This design comes from an exercise in tuning for small area, a short achievable clock period and few clock cycles per item on the open sky130 flow, not from production work. The RTL was checked by simulation tests, not by an equivalence proof against the original design.

==> inputs of run A <==
## systolic_matmul
module systolic_matmul #(
  parameter DATA_WIDTH = 16
) (
  input clk,
  input rst,
  input start,
  input [DATA_WIDTH-1:0] mat_a_00, mat_a_01, mat_a_02, mat_a_03, mat_a_10, mat_a_11, mat_a_12, mat_a_13, mat_a_20, mat_a_21, mat_a_22, mat_a_23, mat_a_30, mat_a_31, mat_a_32, mat_a_33,
  input [DATA_WIDTH-1:0] mat_b_00, mat_b_01, mat_b_02, mat_b_03, mat_b_10, mat_b_11, mat_b_12, mat_b_13, mat_b_20, mat_b_21, mat_b_22, mat_b_23, mat_b_30, mat_b_31, mat_b_32, mat_b_33,
  output [2*DATA_WIDTH-1:0] c_00, c_01, c_02, c_03, c_10, c_11, c_12, c_13, c_20, c_21, c_22, c_23, c_30, c_31, c_32, c_33,
  output reg busy,
  output reg done
);
export LEC_CHECK = 0
export CAP_MARGIN = 20
export CORE_MARGIN = 2
export CORE_UTILIZATION = 55
export PLACE_DENSITY = 0.65
export SETUP_SLACK_MARGIN = 0.1
export SLEW_MARGIN = 20
export SYNTH_HIERARCHICAL = 1
create_clock -name core_clock -period 8.0 [get_ports {clk}]
run.sh (not shown) runs the stock make flow with config.mk's settings and CLKGATE_MAP_FILE= SYNTH_SCRIPT=/design/flow/synth_recipe.tcl, a recipe that flattens the netlist after the stock synthesis.
==> run R: changes against run A <==
--- a/flow/design.v
+++ b/flow/design.v
@@ -32,31 +32,31 @@
       end else if (busy) begin
         if (k == 1) begin
           busy <= 1'b0; done <= 1'b1; k <= 0;
         end else
           k <= k + 1'b1;
       end
     end
   wire en = go || busy;
-  wire [15:0] na_0_0 = ~((k ? a[0][2] : a[0][0]));
+  wire [15:0] na_0_0 = ~((k ? a[0][2] : a[0][0]) & {16{en}});
   wire [15:0] nb_0_0 = ~(k ? b[2][0] : b[0][0]);
-  wire [15:0] na_0_1 = ~((k ? a[0][3] : a[0][1]));
+  wire [15:0] na_0_1 = ~((k ? a[0][3] : a[0][1]) & {16{en}});
   wire [15:0] nb_1_0 = ~(k ? b[3][0] : b[1][0]);
-  wire [15:0] na_1_0 = ~((k ? a[1][2] : a[1][0]));
+  wire [15:0] na_1_0 = ~((k ? a[1][2] : a[1][0]) & {16{en}});
   wire [15:0] nb_0_1 = ~(k ? b[2][1] : b[0][1]);
-  wire [15:0] na_1_1 = ~((k ? a[1][3] : a[1][1]));
+  wire [15:0] na_1_1 = ~((k ? a[1][3] : a[1][1]) & {16{en}});
   wire [15:0] nb_1_1 = ~(k ? b[3][1] : b[1][1]);
-  wire [15:0] na_2_0 = ~((k ? a[2][2] : a[2][0]));
+  wire [15:0] na_2_0 = ~((k ? a[2][2] : a[2][0]) & {16{en}});
   wire [15:0] nb_0_2 = ~(k ? b[2][2] : b[0][2]);
-  wire [15:0] na_2_1 = ~((k ? a[2][3] : a[2][1]));
+  wire [15:0] na_2_1 = ~((k ? a[2][3] : a[2][1]) & {16{en}});
   wire [15:0] nb_1_2 = ~(k ? b[3][2] : b[1][2]);
-  wire [15:0] na_3_0 = ~((k ? a[3][2] : a[3][0]));
+  wire [15:0] na_3_0 = ~((k ? a[3][2] : a[3][0]) & {16{en}});
   wire [15:0] nb_0_3 = ~(k ? b[2][3] : b[0][3]);
-  wire [15:0] na_3_1 = ~((k ? a[3][3] : a[3][1]));
+  wire [15:0] na_3_1 = ~((k ? a[3][3] : a[3][1]) & {16{en}});
   wire [15:0] nb_1_3 = ~(k ? b[3][3] : b[1][3]);
   reg [31:0] cs [0:3][0:3];
   reg [31:0] cc [0:3][0:3];
   wire [31:0] ns [0:3][0:3];
   wire [31:0] nc [0:3][0:3];
   mac m00 (na_0_0, nb_0_0, na_0_1, nb_1_0, cs[0][0], cc[0][0], ns[0][0], nc[0][0]);
   cpa a00 (cs[0][0], cc[0][0], c_00);
   mac m01 (na_0_0, nb_0_1, na_0_1, nb_1_1, cs[0][1], cc[0][1], ns[0][1], nc[0][1]);
@@ -102,17 +102,17 @@
       cs[2][0] <= 32'd0; cc[2][0] <= 32'd0;
       cs[2][1] <= 32'd0; cc[2][1] <= 32'd0;
       cs[2][2] <= 32'd0; cc[2][2] <= 32'd0;
       cs[2][3] <= 32'd0; cc[2][3] <= 32'd0;
       cs[3][0] <= 32'd0; cc[3][0] <= 32'd0;
       cs[3][1] <= 32'd0; cc[3][1] <= 32'd0;
       cs[3][2] <= 32'd0; cc[3][2] <= 32'd0;
       cs[3][3] <= 32'd0; cc[3][3] <= 32'd0;
-    end else if (en) begin
+    end else begin
       cs[0][0] <= ns[0][0]; cc[0][0] <= nc[0][0];
       cs[0][1] <= ns[0][1]; cc[0][1] <= nc[0][1];
       cs[0][2] <= ns[0][2]; cc[0][2] <= nc[0][2];
       cs[0][3] <= ns[0][3]; cc[0][3] <= nc[0][3];
       cs[1][0] <= ns[1][0]; cc[1][0] <= nc[1][0];
       cs[1][1] <= ns[1][1]; cc[1][1] <= nc[1][1];
       cs[1][2] <= ns[1][2]; cc[1][2] <= nc[1][2];
       cs[1][3] <= ns[1][3]; cc[1][3] <= nc[1][3];
==> flow/config.mk (replaced) <==
export PLATFORM = sky130hd
export DESIGN_NAME = systolic_matmul
export DESIGN_NICKNAME = systolic_matmul
export VERILOG_FILES = /design/flow/design.v
export SDC_FILE = /design/flow/constraint.sdc
export NUM_CORES = 4
export LEC_CHECK = 0
export CAP_MARGIN = 20
export CORE_MARGIN = 2
export CORE_UTILIZATION = 40
export PLACE_DENSITY = 0.6
export SETUP_SLACK_MARGIN = 1.8
export SLEW_MARGIN = 20
export SYNTH_HIERARCHICAL = 1
==> run G: changes against run A <==
==> flow/config.mk (replaced) <==
export PLATFORM = sky130hd
export DESIGN_NAME = systolic_matmul
export DESIGN_NICKNAME = systolic_matmul
export VERILOG_FILES = /design/flow/design.v
export SDC_FILE = /design/flow/constraint.sdc
export NUM_CORES = 4
export LEC_CHECK = 0
export CAP_MARGIN = 20
export CORE_MARGIN = 2
export CORE_UTILIZATION = 40
export PLACE_DENSITY = 0.6
export SETUP_SLACK_MARGIN = 0.1
export SLEW_MARGIN = 20
export SYNTH_HIERARCHICAL = 1
==> PnR_summary.wiki <==
{| class="wikitable"
! Metric !! Value
|-
| Mapped cell area || 287,000 µm²
|-
| Worst-case register-to-register setup slack || 1.19 ns
|-
| Largest delay contributor family on the critical path || compound AO/OA/AOI/OAI gates
|-
| Area share of the leading cell type in the synthesized netlist || 0.570
|-
| # resized after CTS || 0
|-
| Post-synthesis compound-gate area fraction || 0.0315
|-
| Hold_ws || ~0.53 ns
|-
| Largest cells by area after synthesis || fa_1, nor2_1, dfrtp_1, buf_6, ha_1
|-
| Commonest non-fill, non-tap cells in the layout || fa_1, nor2_1, a21o_1, clkdlybuf4s50_1, dfrtp_1
|-
| Share of cell area taken by multi-input logic gates || 0.786
|-
| Measured slew at the worst slew-check pin || 1.36 ns
|-
| Initial DRC Count || 20,600
|-
| Die Area || just over 700,000 µm²
|-
| Status || timing/DRC/antenna clean
|-
| Mean area per synthesized cell || 11.9 µm²
|-
| Non-clock buffer area fraction after layout || 0.0712
|-
| Number of buffers inserted during clock tree synthesis || 169
|}
The numbers above come from run G.

==> PnR_summary.wiki <==
{| class="wikitable"
! Metric !! Value
|-
| Status || timing/DRC/antenna clean
|-
| Die Area || between 500,000 and 600,000 µm²
|-
| Post-synthesis compound-gate area fraction || 0.0315
|-
| Worst-case register-to-register setup slack || between 1 and 1.5 ns
|-
| Hold_ws || 0.534 ns
|-
| Non-clock buffer area fraction after layout || 0.0721
|-
| Measured slew at the worst slew-check pin || ~1.3 ns
|-
| Mapped cell area || 287,000 µm²
|-
| Commonest non-fill, non-tap cells in the layout || fa_1, nor2_1, a21o_1, clkdlybuf4s50_1, dfrtp_1
|-
| Area share of the leading cell type in the synthesized netlist || 0.570
|-
| Vias || 200,000
|-
| # resized after CTS || 0
|-
| Largest delay contributor family on the critical path || compound AO/OA/AOI/OAI gates
|-
| Share of cell area taken by multi-input logic gates || 0.796
|}
The numbers above come from run A.

==> PnR_summary.wiki <==
{| class="wikitable"
! Metric !! Value
|-
| Area share of the leading cell type in the synthesized netlist || 0.593
|-
| Achievable clock frequency || 0.162 GHz
|-
| Initial DRC Count || about 21,000
|-
| Die Area || between 600,000 and 700,000 µm²
|-
| Worst-case register-to-register setup slack || 1.91 ns
|-
| Share of cell area taken by multi-input logic gates || 0.766
|-
| Sequential standard cell area || 25,700 µm²
|-
| Commonest non-fill, non-tap cells in the layout || fa_1, nor2_1, a21o_1, dfrtp_1, clkdlybuf4s50_1
|-
| Largest cells by area after synthesis || fa_1, nor2_1, dfrtp_1, buf_6, ha_1
|-
| Status || timing/DRC/antenna clean
|-
| Non-clock buffer area fraction after layout || 0.0922
|-
| Hold_sp || cc[13][0]
|-
| Measured slew at the worst slew-check pin || 1.27 ns
|-
| Post-synthesis compound-gate area fraction || 0.0327
|-
| Mapped cell area || roughly 280,000 µm²
|-
| Hold_ws || just under 0.5 ns
|-
| Clock Skews || 0.0756 ns
|}
The numbers above come from run R.

Testbench counts of run A, summed over its fixed seeds: cycles 768, items 384.
Testbench counts of run R, summed over its fixed seeds: cycles 768, items 384.
Testbench counts of run G, summed over its fixed seeds: cycles 768, items 384.

[re-timing with driven ports]
The flow's constraints put no driver on any port. The routed layouts listed below were extracted and timed again, unchanged, in two steps.
Step 1 sets driving cells, clkbuf_16 on the clock port and buf_2 on the other inputs (assumed; they add their load-dependent delay and slew).
Step 2 adds t to the input delays and takes it off the output delays; t is the mean of the earliest and latest rising clock arrival at the registers after step 1. Input paths then give back, and output paths get back, about the clock's delay inside the block.
a / b / c = ideal ports / drivers / drivers and shift; a / b = the first two.
run | shift t [ns] | setup WS [ns] | worst hold slack (ns)
run A | 1.069 | 0.859 / 0.739 / 0.436 | 0.534 / 0.534 / 0.534
run R | 1.103 | 1.833 / 1.737 / 0.830 | 0.488 / 0.488 / 0.488
run G | 1.124 | 1.020 / 0.879 / 0.549 | 0.534 / 0.534 / 0.534
After both steps setup and hold are still met in every run listed. The setup slack of run R, which loses most, moves by -0.096 ns with the drivers and by -1.003 ns with both steps.
